This is an optimization exercise on Yosys and OpenROAD, whose aim is small area, a short achievable clock period and few clock cycles, not a production implementation. Only simulation tests tie the RTL to the original design; equivalence was not proved. Power and IR drop assume default switching activity.

==> flow/run.sh <==
#!/bin/bash
# synth_recipe.tcl (not shown) runs the flow's synth.tcl, then flattens the netlist and writes it again
# the make line also repeats each setting of config.mk as NAME=value (left out here)
make -C /OpenROAD-flow-scripts/flow DESIGN_CONFIG=/design/flow/config.mk WORK_HOME=/design/flow/orfs CLKGATE_MAP_FILE= SYNTH_SCRIPT=/design/flow/synth_recipe.tcl finish
==> flow/config.mk <==
export PLATFORM = sky130hd
export DESIGN_NAME = ATCONV
export DESIGN_NICKNAME = ATCONV
export VERILOG_FILES = /design/flow/design.v
export SDC_FILE = /design/flow/constraint.sdc
export NUM_CORES = 4
export LEC_CHECK = 0
export ABC_CLOCK_PERIOD_IN_PS = 3000
export CAP_MARGIN = 20
export CORE_MARGIN = 2
export CORE_UTILIZATION = 40
export PLACE_DENSITY = 0.6
export SETUP_SLACK_MARGIN = 2.0
export SLEW_MARGIN = 20
==> flow/constraint.sdc <==
create_clock -name core_clock -period 5.0 [get_ports {clk}]
set_input_delay 1.0000 -clock core_clock [delete_from_list [all_inputs] [get_ports {clk}]]
set_output_delay 1.0000 -clock core_clock [all_outputs]
set_load 0.01 [all_outputs]
==> flow/design.v <==
`timescale 1ns/10ps
module  ATCONV(
	input		clk,
	input		reset,
	output	reg	busy,
	input		ready,
	output reg	[11:0]	iaddr,
	input signed [12:0]	idata,
	output	reg 	cwr,
	output  reg	[11:0]	caddr_wr,
	output reg 	[12:0] 	cdata_wr,
	output	 	crd,
	output 	[11:0] 	caddr_rd,
	input 	[12:0] 	cdata_rd,
	output reg 	csel
	);
assign crd = 1'b0;
assign caddr_rd = 12'd0;
localparam [12:0] BIAS = 13'h1FF4;    
localparam [12:0] NBIAS = 13'h000C;   
reg        done;       
reg        ending;     
reg  [5:0] bi;         
reg        g;          
reg  [1:0] ph;         
wire [5:0] x = iaddr[5:0];
wire active = busy & ~ending | ~busy & ~done & ready;
reg  [5:0] bi_n;
reg        g_n;
reg  [1:0] ph_n;
reg  [5:0] x_n;
always @(*) begin
	bi_n = bi; g_n = g; ph_n = ph + 2'd1; x_n = x;
	if (ph == 2'd2) begin
		ph_n = 2'd0;
		g_n = ~g;
		if (g) begin
			x_n = x + 6'd1;
			if (x == 6'd63) bi_n = bi + 6'd1;
		end
	end
end
wire [4:0] bim = bi_n[4:0];
reg  [5:0] row_n;
always @(*) begin
	case (ph_n)
		2'd0:    row_n = (bim == 5'd0)  ? 6'd0  : {bim - 5'd1, g_n};
		2'd1:    row_n = {bim, g_n};
		default: row_n = (bim == 5'd31) ? 6'd63 : {bim + 5'd1, g_n};
	endcase
end
reg fx0, fx1, fodd, fvalid, flast;
wire finish = busy & ~ending & (ph == 2'd1);
always @(posedge clk) begin
	if (reset) begin
		busy <= 1'b0;
		done <= 1'b0;
		ending <= 1'b0;
		bi <= 6'd0;
		g <= 1'b0;
		ph <= 2'd0;
		iaddr <= 12'd0;
		fx0 <= 1'b0; fx1 <= 1'b0; fodd <= 1'b0; fvalid <= 1'b0; flast <= 1'b0;
	end else begin
		if (~busy & ~done & ready) busy <= 1'b1;
		if (active) begin
			bi <= bi_n; g <= g_n; ph <= ph_n;
			iaddr <= {row_n, x_n};
			if (ph == 2'd2) begin
				fx0 <= (x == 6'd0);
				fx1 <= (x == 6'd1);
				fodd <= x[0] & g;
				fvalid <= (bi != 6'd0) | (x[5:1] != 5'd0);
				flast <= bi[5] & (x == 6'd1) & g;
			end
		end
		if (finish & flast) ending <= 1'b1;
		if (l1c & ending) begin
			busy <= 1'b0;
			done <= 1'b1;
		end
	end
end
reg  [12:0] dreg;
always @(posedge clk) dreg <= idata;
wire d_top = (ph == 2'd1);
wire d_mid = (ph == 2'd2);
reg  [12:0] acc_s, acc_c;
wire [12:0] s_base = d_top ? BIAS  : acc_s;
wire [12:0] c_base = d_top ? NBIAS : acc_c;
wire [12:0] s_term = d_mid ? {2'b0, dreg[12:2]} : {4'b0, dreg[12:4]};
wire [12:0] c_term = {3'b0, dreg[12:3]};
wire [12:0] s_next = s_base - s_term;
wire [12:0] c_next = d_mid ? c_base + dreg : c_base - c_term;
always @(posedge clk) begin
	acc_s <= s_next;
	acc_c <= c_next;
end
reg  [12:0] sf0, sf1, sf2, sf3;
reg  [12:0] pf0, pf1, pf2, pf3;
wire [12:0] left  = fx0 ? acc_s : (fx1 ? sf2 : sf0);
wire [12:0] right = fx0 ? sf2   : (fx1 ? sf0 : acc_s);
wire [12:0] p_new = acc_c + left;
wire [12:0] l0    = pf0 + right;
always @(posedge clk) begin
	if (finish) begin
		sf0 <= sf1; sf1 <= sf2; sf2 <= sf3; sf3 <= acc_s;
		pf0 <= pf1; pf1 <= pf2; pf2 <= pf3; pf3 <= p_new;
	end
end
reg [11:0] mx;
reg l1a, l1b, l1c;
wire wr0 = finish & fvalid;
always @(posedge clk) begin
	if (reset) begin
		cwr <= 1'b0;
		csel <= 1'b1;
		caddr_wr <= 12'h3FF;
		l1a <= 1'b0; l1b <= 1'b0; l1c <= 1'b0;
	end else begin
		l1a <= wr0 & fodd;
		l1b <= l1a;
		l1c <= l1b;
		cwr <= wr0 | l1b;
		if (wr0) begin
			cdata_wr <= l0[12] ? 13'd0 : l0;
			csel <= 1'b0;
			if (csel)
				caddr_wr <= {caddr_wr[9:5] + {4'd0, &caddr_wr[4:0]}, 1'b0, caddr_wr[4:0] + 5'd1, 1'b0};
			else if (~caddr_wr[6])
				caddr_wr[6] <= 1'b1;
			else begin
				caddr_wr[6] <= 1'b0;
				caddr_wr[0] <= 1'b1;
			end
		end else if (l1b) begin
			cdata_wr <= {{1'b0, mx[11:4]} + {8'd0, mx[3:0] != 4'd0}, 4'd0};
			csel <= 1'b1;
			caddr_wr <= {2'b00, caddr_wr[11:7], caddr_wr[5:1]};
		end
	end
end
always @(posedge clk) begin
	if (cwr & ~csel) begin
		if (~caddr_wr[6] & ~caddr_wr[0])
			mx <= cdata_wr[11:0];
		else if (cdata_wr[11:0] > mx)
			mx <= cdata_wr[11:0];
	end
end
endmodule
==> impl_metrics.env, run 1 <==
export IMPL_syn_cell_area_um2=10900
export IMPL_syn_inst=1023
export IMPL_grtUsageTotal=0.147
export IMPL_clkPwrFrac=0.308
export IMPL_die_area_um2=28700
export IMPL_die_height_um=169
export IMPL_antenna_found_initial=0
export IMPL_tns_ns=0
export IMPL_peakVddDrop_mv=0.243
export IMPL_fmax_ghz=0.328
export IMPL_synth_area_leader_cell="edfxtp_1"
export IMPL_synth_compound_area_frac=0.121
export IMPL_timing_rr_start="dreg[7]$_DFF_P_"
export IMPL_yosys_area_top_type_share=0.354
export IMPL_ys_ff_latch=214
export IMPL_required_ns=5.44
export IMPL_initial_core_util=0.407
export IMPL_cts_root_buf="clkbuf_16"
export IMPL_fp_dieW_um=169
export IMPL_p_comb_frac=0.315
export IMPL_antenna_left=0
export IMPL_gr_total_overflow=0
export IMPL_cp_endpoint="acc_c[12]$_DFF_P_"
export IMPL_grt_pass1_vias=6862
export IMPL_routed_wl_mm=21.4
export IMPL_worstSetupPathType="flip-flop to flip-flop"
export IMPL_syn_area_per_cell_um2=10.7
export IMPL_final_setup_viol_count=0
export IMPL_hold_path_class="flip-flop to flip-flop"
export IMPL_hpwlAfterDp_mm=14.6
export IMPL_synth_flop_cell="edfxtp_1"
export IMPL_drtIter0Drc=475
export IMPL_r2r_setup_slack_ns=1.95
export IMPL_dr_pass1_iters=5
export IMPL_ys_seq_area_frac=0.509
export IMPL_grt_max_degree=61
export IMPL_cts_buffers=24
export IMPL_power_density_nw_per_um2=463
export IMPL_synth_most_common_cell="edfxtp_1"
export IMPL_postCtsHoldBufs=0
export IMPL_drv_cap=0
export IMPL_p_sw_mw=1.86
export IMPL_cts_path_max_buffers=3
export IMPL_timing_final_crit_period_ns=3.05
export IMPL_arrival_ns=3.50
export IMPL_cts_htree_levels=1
export IMPL_core_area_um2=26900
export IMPL_insertion_delay_ns=0.51
export IMPL_wl_met3_um=716
export IMPL_end_kind="flip-flop"
export IMPL_dr_max_layer_used="met4"
export IMPL_io_buffer_count=55
export IMPL_crit_start="dreg[7]$_DFF_P_"
export IMPL_wl_per_cell_um=14.6
export IMPL_diodes=0
export IMPL_areaGrowthSynthToFinish_pct=19.5
export IMPL_num_vias=7507
export IMPL_ys_types=77
export IMPL_place_gp_congestion=0.820
export IMPL_reg2regPathDepth=10
export IMPL_p_seq_frac=0.377
export IMPL_synth_top_family_by_area="simple AND/OR/NAND/NOR gates"
export IMPL_io_pins=82
export IMPL_finalPower_mw=6.06
export IMPL_fin_crit_sh=0.610
export IMPL_finalHoldViolations=0
export IMPL_yosysWarnings=1
export IMPL_num_rows=60
export IMPL_rsz0062_at_grt="yes"
export IMPL_synthSimpleGateAreaFrac=0.148
export IMPL_internal_power_mw=4.20
export IMPL_outcome="timing/DRC/antenna clean"
export IMPL_yosys_top_cells_area="edfxtp_1 (35%), dfxtp_1 (16%), ha_1 (8.3%), xnor2_1 (3.9%), mux2i_1 (3.1%)"
export IMPL_ys_top_cells_by_count="edfxtp_1 (129), nand2_1 (87), dfxtp_1 (85)"
export IMPL_synth_xor_area_frac=0.0600
export IMPL_finalNetCount=1207
export IMPL_vias_per_cell=5.14
export IMPL_wl_met2_mm=9.53
export IMPL_p_sw_frac=0.307
export IMPL_grt_pass1_wl_mm=34.4
export IMPL_r2r_end="acc_c[12]$_DFF_P_"
export IMPL_path_max_fanout=3
export IMPL_max_slew_margin=0.397
export IMPL_met1Wirelength_mm=10.6
export IMPL_clock_sinks=214
export IMPL_crit_path_start_kind="flip-flop"
export IMPL_p_leak_nw=4.84
export IMPL_final_max_slew_viol_count=0
export IMPL_synth_async_reset_ratio=0
export IMPL_synthAdderAreaFrac=0.0908
export IMPL_drc=0
export IMPL_cts_tree="built"
export IMPL_clk_pin_slew_ns=0.06
export IMPL_fin_skew_ns=0.0153
export IMPL_worst_slew_pin_slew_ns=0.905
export IMPL_synth_edf_count=129
export IMPL_final_layout_size_suffix_gt1_frac=0.133
export IMPL_muxShareOfSynthArea=0.0321
layout make-up:
| cell class | count | area (µm²) |
|---|---|---|
| inverter | 35 | 131 |
| fill | 2458 | 13800 |
| timing repair buffer | 93 | 858 |
| tap | 341 | 427 |
| multi-input combinational | 733 | 5220 |
| clock buffer | 29 | 641 |
| clock inverter | 15 | 206 |
| sequential | 214 | 5600 |
timing repair:
| action | CTS | global route |
|---|---|---|
| pin swaps | 4 | 9 |
| gates cloned | 1 | 1 |
| resized for setup | 19 | 41 |
| buffers inserted | 11 | 15 |
| setup endpoints to repair | 33 | 31 |
routing by layer:
metal  vias to the layer above  global-route usage
met4                         0              0.0405
met3                        29              0.0205
met1                      3538               0.214
met5                         -                   0
li1                       3827                   -
met2                       113               0.228
placed cells by master (no fill, tap or decap), types with 6 or more instances in the layout:
master / instances
a211oi_1: 8
xor2_1: 26
nor4_1: 7
nand2b_1: 22
o22ai_1: 7
nor3_1: 18
nand3_1: 26
or3_1: 10
buf_4: 32
and3_1: 9
o21a_1: 8
nor2_1: 74
o21ai_0: 43
conb_1: 13
dfxtp_1: 78
nor2b_1: 14
a21oi_2: 9
clkbuf_16: 25
clkdlybuf4s50_1: 55
a21oi_1: 51
nand4_1: 6
o31ai_1: 7
edfxtp_1: 129
o21ai_1: 9
xnor2_1: 49
a21o_1: 9
nand2_1: 85
ha_1: 70
and2_1: 15
mux2i_1: 30
inv_1: 33
flip-flops by register name, summed over array words and instances, names as in the netlist, 13 cells and up:
register,flops
pf2,13
pf0,13
dreg,13
cdata_wr,13
sf2,13
sf1,13
acc_c,13
sf0,13
sf3,13
pf3,13
acc_s,13
pf1,13
worst min path at each step:
stage                          start               end  slack [ns]  cells after the start
floorplan           pf1[0]$_DFFE_PP_  pf0[0]$_DFFE_PP_        0.40                      0
global placement    pf3[7]$_DFFE_PP_  pf2[7]$_DFFE_PP_        0.40                      0
detailed placement  pf1[5]$_DFFE_PP_  pf0[5]$_DFFE_PP_        0.40                      0
CTS                 pf3[7]$_DFFE_PP_  pf2[7]$_DFFE_PP_        0.42                      0
global route        sf1[2]$_DFFE_PP_  sf0[2]$_DFFE_PP_        0.42                      0
finish              pf1[5]$_DFFE_PP_  pf0[5]$_DFFE_PP_        0.41                      0
worst max-delay path: stages (launching register included):
cell and delay [ns]:
dfxtp_4 0.34, or4_4 0.53, or3_4 0.36, or3_4 0.33, o32ai_2 0.21, nor2_1 0.07, ha_1 0.32, nor2b_1 0.14
a41o_1 0.24, o41ai_4 0.25, xor2_1 0.17
through the flow:
step,util,instances,hold WS (ns),area [µm²],setup WS [ns]
floorplan,-,1035,0.400,11100,1.70
global placement,0.441,1388,0.400,11800,1.40
detailed placement,0.441,1388,0.405,11800,1.40
CTS,0.477,1444,0.417,12800,1.89
global route,0.487,1460,0.421,13100,1.74
finish,0.487,1460,0.414,13100,1.95
cell families after synthesis:
kind of cell             Yosys count
adder cells (fa/ha/maj)           77
AND/OR/NAND/NOR                  326
AO/OA/AOI/OAI                    206
XOR/XNOR                          75
other                              1
flip-flops                       214
buffers and inverters             89
multiplexers                      35
power by group through the flow:
stage	Combinational (mW)	Clock, mW	Sequential [mW]
after global placement	1.69	0	2.31
final	1.91	1.87	2.28
after CTS	1.78	1.92	2.29
after global routing	2.14	1.99	2.31
after floorplan	1.44	0	2.23
after detailed placement	1.73	0	2.32
Testbench counts, summed over its fixed seeds: cycles 196,880.
==> run 2: changes to the inputs <==
--- a/flow/config.mk
+++ b/flow/config.mk
@@ -7,3 +7,2 @@
 export LEC_CHECK = 0
-export ABC_CLOCK_PERIOD_IN_PS = 3000
 export CAP_MARGIN = 20
@@ -12,3 +11,2 @@
 export PLACE_DENSITY = 0.6
-export SETUP_SLACK_MARGIN = 2.0
 export SLEW_MARGIN = 20
==> run 2 against run 1 <==
Against the previous run: wire length decreased by 3.6%; largest power group unchanged; first-iteration DRC count rose by 1.9%; total power is 5.8% lower; die area unchanged; critical path depth grew 5; combinational power down about 10%.
==> impl_metrics.env, run 2 <==
export IMPL_syn_inst=1023
export IMPL_diodes=0
export IMPL_hpwlAfterDp_mm=14.7
export IMPL_routed_wl_mm=20.6
export IMPL_final_layout_size_suffix_gt1_frac=0.0686
export IMPL_reg2regPathDepth=15
export IMPL_ctsResizeCount=0
export IMPL_multi_input_area_um2=5020
export IMPL_cp_common_cell="o21ai_0"
export IMPL_finalHoldViolations=0
export IMPL_power_density_nw_per_um2=454
export IMPL_finalNetCount=1181
export IMPL_hold_path_class="flip-flop to flip-flop"
export IMPL_core_area_um2=26900
export IMPL_yosysWarnings=1
export IMPL_yosys_area_top_type_share=0.354
export IMPL_cpPeakStageDelay_ns=0.72
export IMPL_fin_crit_sh=0.800
export IMPL_yosys_top_cells_area="edfxtp_1 (35%), dfxtp_1 (16%), ha_1 (8.3%), xnor2_1 (3.9%), mux2i_1 (3.1%)"
export IMPL_io_buffer_count=55
export IMPL_r2r_end="acc_s[12]$_DFF_P_"
export IMPL_holdPathEnd="sf2[12]$_DFFE_PP_"
export IMPL_initial_core_util=0.407
export IMPL_drv_cap=0
export IMPL_place_gp_congestion=0.847
export IMPL_worstSetupPathType="flip-flop to flip-flop"
export IMPL_drc=0
export IMPL_p_comb_frac=0.299
export IMPL_p_sw_frac=0.309
export IMPL_gr_total_overflow=0
export IMPL_synth_edf_count=129
export IMPL_antenna_found_initial=0
export IMPL_dr_pass1_iters=5
export IMPL_fin_skew_ns=0.0108
export IMPL_p_leak_nw=4.64
export IMPL_antenna_left=0
export IMPL_grt_pass1_wl_mm=34.2
export IMPL_timing_final_crit_period_ns=4.00
export IMPL_wl_per_cell_um=14.4
export IMPL_postCtsHoldBufs=0
export IMPL_cts_setup_buffers=0
export IMPL_min_from="sf3[12]$_DFFE_PP_"
export IMPL_ys_top_cells_by_count="edfxtp_1 (129), nand2_1 (87), dfxtp_1 (85)"
export IMPL_p_seq_frac=0.399
export IMPL_synth_flop_cell="edfxtp_1"
export IMPL_die_height_um=169
export IMPL_ys_ff_latch=214
export IMPL_required_ns=5.36
export IMPL_regArea_um2=5580
export IMPL_path_cells="inv_1 > nor2_1 > buf_4 > nand2_1 > o21ai_0 > ha_1 > inv_1 > fa_1 > a21o_1 > a21oi_1 > o21ai_0 > a31oi_1 > o21ai_0 > mux2i_1 > a2111oi_0"
export IMPL_min_path_cells=0
export IMPL_r2r_setup_slack_ns=1.0
export IMPL_crit_path_start_kind="flip-flop"
export IMPL_syn_area_per_cell_um2=10.7
export IMPL_synth_area_leader_cell="edfxtp_1"
export IMPL_synth_most_common_cell="edfxtp_1"
export IMPL_max_slew_margin=0.415
export IMPL_internal_power_mw=3.95
export IMPL_worst_hold_slack_ns=0.410
export IMPL_ys_types=77
export IMPL_nFillCells=2508
export IMPL_synth_async_reset_ratio=0
export IMPL_syn_cell_area_um2=10900
export IMPL_crit_slowest_cell="dfxtp_1"
export IMPL_arrival_ns=4.36
export IMPL_outcome="timing/DRC/antenna clean"
export IMPL_fp_dieW_um=169
export IMPL_grt_max_degree=72
export IMPL_die_area_um2=28700
export IMPL_final_max_slew_viol_count=0
export IMPL_cts_buffers=24
export IMPL_insertion_delay_ns=0.51
export IMPL_fmax_ghz=0.250
export IMPL_vias_per_cell=5.09
export IMPL_final_common_cell="edfxtp_1"
export IMPL_rsz0062_at_grt="no"
export IMPL_cts_path_max_buffers=3
export IMPL_mostFrequentLayoutCells="edfxtp_1 (129), nand2_1 (87), dfxtp_1 (85)"
export IMPL_p_sw_mw=1.76
export IMPL_grtUsageTotal=0.145
export IMPL_peakVddDrop_mv=0.221
export IMPL_cts_htree_levels=1
export IMPL_clk_pin_slew_ns=0.06
export IMPL_areaGrowthSynthToFinish_pct=14.9
export IMPL_place_ws_ns=0.987
export IMPL_cts_root_buf="clkbuf_16"
export IMPL_clock_sinks=214
export IMPL_clkPwrFrac=0.301
export IMPL_drtIter0Drc=484
export IMPL_ys_seq_area_frac=0.509
export IMPL_num_rows=60
export IMPL_timing_rr_start="ph[1]$_SDFFE_PP0N_"
export IMPL_path_max_fanout=21
export IMPL_num_vias=7298
export IMPL_end_kind="flip-flop"
export IMPL_worst_slew_pin_slew_ns=0.877
export IMPL_cts_tree="built"
export IMPL_final_setup_viol_count=0
export IMPL_final_setup_worst_slack_ns=0.999
export IMPL_tns_ns=0
export IMPL_io_pins=82
export IMPL_grt_pass1_vias=6962
==> run 2: cell count changes in the layout (fill, tap and decap cells not counted), sizes merged <==
cell,before,now
buf,37,13
bufinv,5,2
clkbuf,30,28
clkinv,10,12
clkinvlp,1,3
nand2b,24,23
==> run 2: power groups by stage <==
stage / combinational [mW] / clock, mW / sequential [mW]
final: 1.71 / 1.72 / 2.28
after global placement: 1.68 / 0 / 2.31
after detailed placement: 1.71 / 0 / 2.32
after global routing: 1.94 / 1.85 / 2.31
after CTS: 1.72 / 1.78 / 2.28
after floorplan: 1.43 / 0 / 2.23
==> run 2: layer usage <==
| metal | GRT usage | vias up | share of wire |
|---|---|---|---|
| met5 | 0 | - | 0 |
| met4 | 0.0334 | 0 | 0.018 |
| met3 | 0.0215 | 31 | 0.032 |
| met2 | 0.230 | 107 | 0.45 |
| met1 | 0.210 | 3393 | 0.50 |
| li1 | - | 3767 | - |
==> run 2: kinds of logic (layout without fill, tap and decap cells) <==
| group | count (synthesis) | count (layout) | synth area share |
|---|---|---|---|
| XOR/XNOR | 75 | 75 | 0.0600 |
| other | 1 | 13 | 0.000343 |
| flip-flops | 214 | 214 | 0.509 |
| AO/OA/AOI/OAI | 206 | 206 | 0.121 |
| adder cells (fa/ha/maj) | 77 | 77 | 0.0908 |
| multiplexers | 35 | 35 | 0.0321 |
| AND/OR/NAND/NOR | 326 | 326 | 0.148 |
| buffers and inverters | 89 | 147 | 0.0378 |
==> run 2: worst max-delay path by stage <==
stage                  startpoint                   endpoint  slack (ns)  depth (start not counted)
2_1_floorplan  ph[1]$_SDFFE_PP0N_  cdata_wr[0]$_SDFFCE_PP0P_        1.16                          7
3_3_place_gp   ph[1]$_SDFFE_PP0N_          acc_s[12]$_DFF_P_        1.14                         15
3_5_place_dp   ph[1]$_SDFFE_PP0N_          acc_s[12]$_DFF_P_        0.99                         15
4_1_cts        ph[1]$_SDFFE_PP0N_          acc_s[12]$_DFF_P_        0.97                         15
5_1_grt        ph[1]$_SDFFE_PP0N_          acc_s[12]$_DFF_P_        0.61                         15
6_report       ph[1]$_SDFFE_PP0N_          acc_s[12]$_DFF_P_         1.0                         15
==> run 2: layout make-up <==
| cell class | instances | area share |
|---|---|---|
| inverter | 35 | 0.0104 |
| sequential | 214 | 0.443 |
| timing repair buffer | 68 | 0.0515 |
| clock inverter | 16 | 0.0108 |
| clock buffer | 28 | 0.0514 |
| tap | 341 | 0.0339 |
| multi-input combinational | 732 | 0.399 |
==> run 2: through the flow <==
step | cells | utilization | instance area [µm²] | total power, mW
after detailed placement | 1390 | 0.439 | 11800 | 4.03
after global placement | 1390 | 0.439 | 11800 | 3.99
after global routing | 1434 | 0.468 | 12600 | 6.10
after floorplan | 1035 | - | 11000 | 3.65
final | 1434 | 0.468 | 12600 | 5.71
after CTS | 1434 | 0.468 | 12600 | 5.78
==> run 2: worst max-delay path, delay by kind of cell, from the launching register on <==
| family | cells | cell delay [ns] |
|---|---|---|
| compound gates | 7 | 1.60 |
| flops | 1 | 0.72 |
| fa+ha+maj | 2 | 0.62 |
| buf+inv | 3 | 0.48 |
| simple gates | 2 | 0.26 |
| mux | 1 | 0.15 |
==> run 3: changes to the inputs <==
--- a/flow/config.mk
+++ b/flow/config.mk
@@ -7,2 +7,3 @@
 export LEC_CHECK = 0
+export ABC_CLOCK_PERIOD_IN_PS = 2300
 export CAP_MARGIN = 20
@@ -11,2 +12,3 @@
 export PLACE_DENSITY = 0.6
+export SETUP_SLACK_MARGIN = 2.7
 export SLEW_MARGIN = 20
==> run 3 against run 2 <==
Against the previous run: largest cell class is now multi-input gates; synthesized cell count is the same; synthesized area is the same; critical endpoint is now cdata_wr[6]$_DFFE_PP_; sequential power about the same; largest power group is now combinational cells; critical path type unchanged; maximum frequency up 33%; register-to-register slack gained 1.0 ns; highest routed layer unchanged.
==> impl_metrics.env, run 3 <==
export IMPL_final_common_cell="edfxtp_1"
export IMPL_synth_area_leader_cell="edfxtp_1"
export IMPL_worstSetupPathType="flip-flop to flip-flop"
export IMPL_antenna_found_initial=0
export IMPL_wl_per_cell_um=15.2
export IMPL_outcome="timing/DRC/antenna clean"
export IMPL_final_max_slew_viol_count=0
export IMPL_layout_cells_non_filler=1531
export IMPL_p_leak_nw=5.37
export IMPL_cts_buffers=24
export IMPL_postCtsHoldBufs=0
export IMPL_power_density_nw_per_um2=451
export IMPL_vias_per_cell=5.14
export IMPL_grt_pass1_vias=7404
export IMPL_fin_skew_ns=0.00957
export IMPL_syn_area_per_cell_um2=10.7
export IMPL_syn_inst=1023
export IMPL_die_height_um=169
export IMPL_path_max_fanout=8
export IMPL_arrival_ns=3.24
export IMPL_grtUsageTotal=0.159
export IMPL_min_from="pf3[11]$_DFFE_PP_"
export IMPL_ys_types=77
export IMPL_nFillCells=2320
export IMPL_regArea_um2=5630
export IMPL_cts_tree="built"
export IMPL_timing_rr_start="fx1$_SDFFE_PP0P_"
export IMPL_met2_usage=0.256
export IMPL_io_pins=82
export IMPL_synth_async_reset_ratio=0
export IMPL_peakVddDrop_mv=0.343
export IMPL_core_area_um2=26900
export IMPL_hold_path_class="flip-flop to flip-flop"
export IMPL_max_slew_margin=0.532
export IMPL_fmax_ghz=0.334
export IMPL_finalHoldViolations=0
export IMPL_p_sw_mw=2.02
export IMPL_hpwlAfterDp_mm=14.8
export IMPL_drtIter0Drc=537
export IMPL_crit_path_start_kind="flip-flop"
export IMPL_ys_top_cells_by_count="edfxtp_1 (129), nand2_1 (87), dfxtp_1 (85)"
export IMPL_timing_final_crit_period_ns=3.00
export IMPL_dr_pass1_iters=5
export IMPL_cp_top_family="compound AO/OA/AOI/OAI gates"
export IMPL_initial_core_util=0.407
export IMPL_cts_root_buf="clkbuf_16"
export IMPL_grt_max_degree=66
export IMPL_p_comb_frac=0.372
export IMPL_mostFrequentLayoutCells="edfxtp_1 (129), buf_4 (82), nand2_1 (75)"
export IMPL_end_kind="flip-flop"
export IMPL_ys_ff_latch=214
export IMPL_drv_cap=0
export IMPL_path_buf_inv=2
export IMPL_diodes=0
export IMPL_use_met3=0.0210
export IMPL_yosys_area_top_type_share=0.354
export IMPL_internal_power_mw=4.38
export IMPL_cpPeakStageDelay_ns=0.42
export IMPL_crit_slowest_cell="dfxtp_4"
export IMPL_crit_start="fx1$_SDFFE_PP0P_"
export IMPL_areaGrowthSynthToFinish_pct=29.7
export IMPL_clock_sinks=214
export IMPL_routed_wl_mm=23.3
export IMPL_grt_pass1_wl_mm=37.1
export IMPL_final_setup_viol_count=0
export IMPL_num_vias=7862
export IMPL_p_sw_frac=0.316
export IMPL_gr_total_overflow=0
export IMPL_clkPwrFrac=0.272
export IMPL_finalNetCount=1278
export IMPL_met1_usage=0.226
export IMPL_antenna_left=0
export IMPL_fp_dieW_um=169
export IMPL_multi_input_area_um2=5730
export IMPL_cts_htree_levels=1
export IMPL_drc=0
export IMPL_num_rows=60
export IMPL_fin_crit_sh=0.600
export IMPL_gr_max_usage_layer="met2"
export IMPL_syn_cell_area_um2=10900
export IMPL_synth_edf_count=129
export IMPL_placed_cells=1385
export IMPL_rsz0062_at_grt="yes"
export IMPL_place_gp_congestion=0.797
export IMPL_ys_seq_area_frac=0.509
export IMPL_final_layout_size_suffix_gt1_frac=0.269
export IMPL_cts_path_max_buffers=3
export IMPL_p_seq_frac=0.356
export IMPL_io_buffer_count=55
export IMPL_synth_flop_cell="edfxtp_1"
export IMPL_clk_pin_slew_ns=0.06
export IMPL_cp_common_cell="mux2i_2"
export IMPL_yosysWarnings=1
export IMPL_worst_slew_pin_slew_ns=0.695
export IMPL_tns_ns=0
export IMPL_die_area_um2=28700
export IMPL_required_ns=5.24
export IMPL_path_cells="buf_12 > mux2i_2 > o21ai_2 > ha_1 > o21a_1 > o31a_1 > o221ai_2 > a21oi_2 > o41ai_4 > mux2i_2 > buf_4 > o22ai_1"
export IMPL_yosys_top_cells_area="edfxtp_1 (35%), dfxtp_1 (16%), ha_1 (8.3%), xnor2_1 (3.9%), mux2i_1 (3.1%)"
export IMPL_insertion_delay_ns=0.51
export IMPL_synth_most_common_cell="edfxtp_1"
[run 3: stage by stage]
| step | utilization | power (mW) | cell area [µm²] | worst slack (ns) | hold slack [ns] |
|---|---|---|---|---|---|
| 6_report | 0.528 | 6.40 | 14200 | 2.00 | 0.415 |
| 4_1_cts | 0.502 | 6.14 | 13500 | 2.00 | 0.418 |
| 3_5_place_dp | 0.443 | 4.10 | 11900 | 1.43 | 0.405 |
| 3_3_place_gp | 0.443 | 4.05 | 11900 | 1.55 | 0.400 |
| 2_1_floorplan | - | 3.72 | 11200 | 1.70 | 0.400 |
| 5_1_grt | 0.528 | 6.80 | 14200 | 1.80 | 0.424 |
[run 3: layout make-up]
class / count / share of cell area
Multi-Input combinational cell: 734 / 0.403
Sequential cell: 214 / 0.396
Timing Repair Buffer: 163 / 0.105
Clock buffer: 31 / 0.0456
Tap cell: 341 / 0.0300
Clock inverter: 13 / 0.0100
Inverter: 35 / 0.00952
[run 3: worst reg2reg max path: cells and delay by family (launching register included)]
family                   cells  cell delay [ns]
multiplexers                 2             0.56
flip-flops                   1             0.42
buffers and inverters        2             0.35
AO/OA/AOI/OAI                7             1.07
adder cells (fa/ha/maj)      1             0.34
[run 3: layer usage]
metal	share of wire	routed length (µm)
met5	0	0
met3	0.041	946
met2	0.48	11100
met4	0.019	450
met1	0.46	10800
[run 3: cell families after synthesis]
group | after synthesis | share of synthesized area
compound gates | 206 | 0.121
mux | 35 | 0.0321
flops | 214 | 0.509
buf+inv | 89 | 0.0378
other cells | 1 | 0.000343
simple gates | 326 | 0.148
xor+xnor | 75 | 0.0600
fa+ha+maj | 77 | 0.0908
[run 3: final timing paths]
kind | slack, ns | end | cells after the start
worst min register to register | 0.42 | pf2[11]$_DFFE_PP_ | 0
worst min-delay path | 0.42 | pf2[11]$_DFFE_PP_ | 0
worst max register to register | 2.00 | cdata_wr[6]$_DFFE_PP_ | 12
worst max-delay path | 2.00 | cdata_wr[6]$_DFFE_PP_ | 12
[run 3: repair_timing]
item                       in CTS  in global routing
setup buffers                  61                 34
resized for setup             139                104
pin swaps                      33                 56
cloned                          4                  3
setup endpoints to repair     198                133
[run 3: power by group through the flow]
stage                     clock network [mW]  registers (mW)  logic (mW)
after floorplan                            0            2.23        1.49
after global placement                     0            2.31        1.74
after detailed placement                   0            2.32        1.78
after CTS                               1.80            2.28        2.06
after global routing                    1.87            2.31        2.63
final                                   1.74            2.28        2.38

==> afterwards: timing with drivers on the ports <==
The flow's constraints put no driver on any port. The routed layouts listed below were extracted and timed again, unchanged, in two steps. Step 1 sets driving cells, clkbuf_16 on the clock port and buf_2 on the other inputs (assumed; they add their load-dependent delay and slew). Step 2 also shifts input and output timing later by t, the mid clock arrival at the registers, as if the neighbouring blocks saw the same clock. Slacks: ideal ports / drivers / drivers and shift; pairs: ideal ports / drivers.
run	shift t [ns]	slack for setup (ns)	worst setup path after step 2	worst register clock-pin slew, ns	pins driven straight from the clock port
run 1	0.554	1.948 / 1.948 / 1.926	input to register	0.06 / 0.06	1
run 2	0.550	0.999 / 0.999 / 0.999	register to register	0.06 / 0.06	1
run 3	0.548	2.002 / 2.002 / 2.002	register to register	0.06 / 0.06	1
After both steps setup and hold are still met in every run listed. For run 1, which loses most, drivers alone change the setup slack by 0.000 ns; drivers and shift together by -0.022 ns.
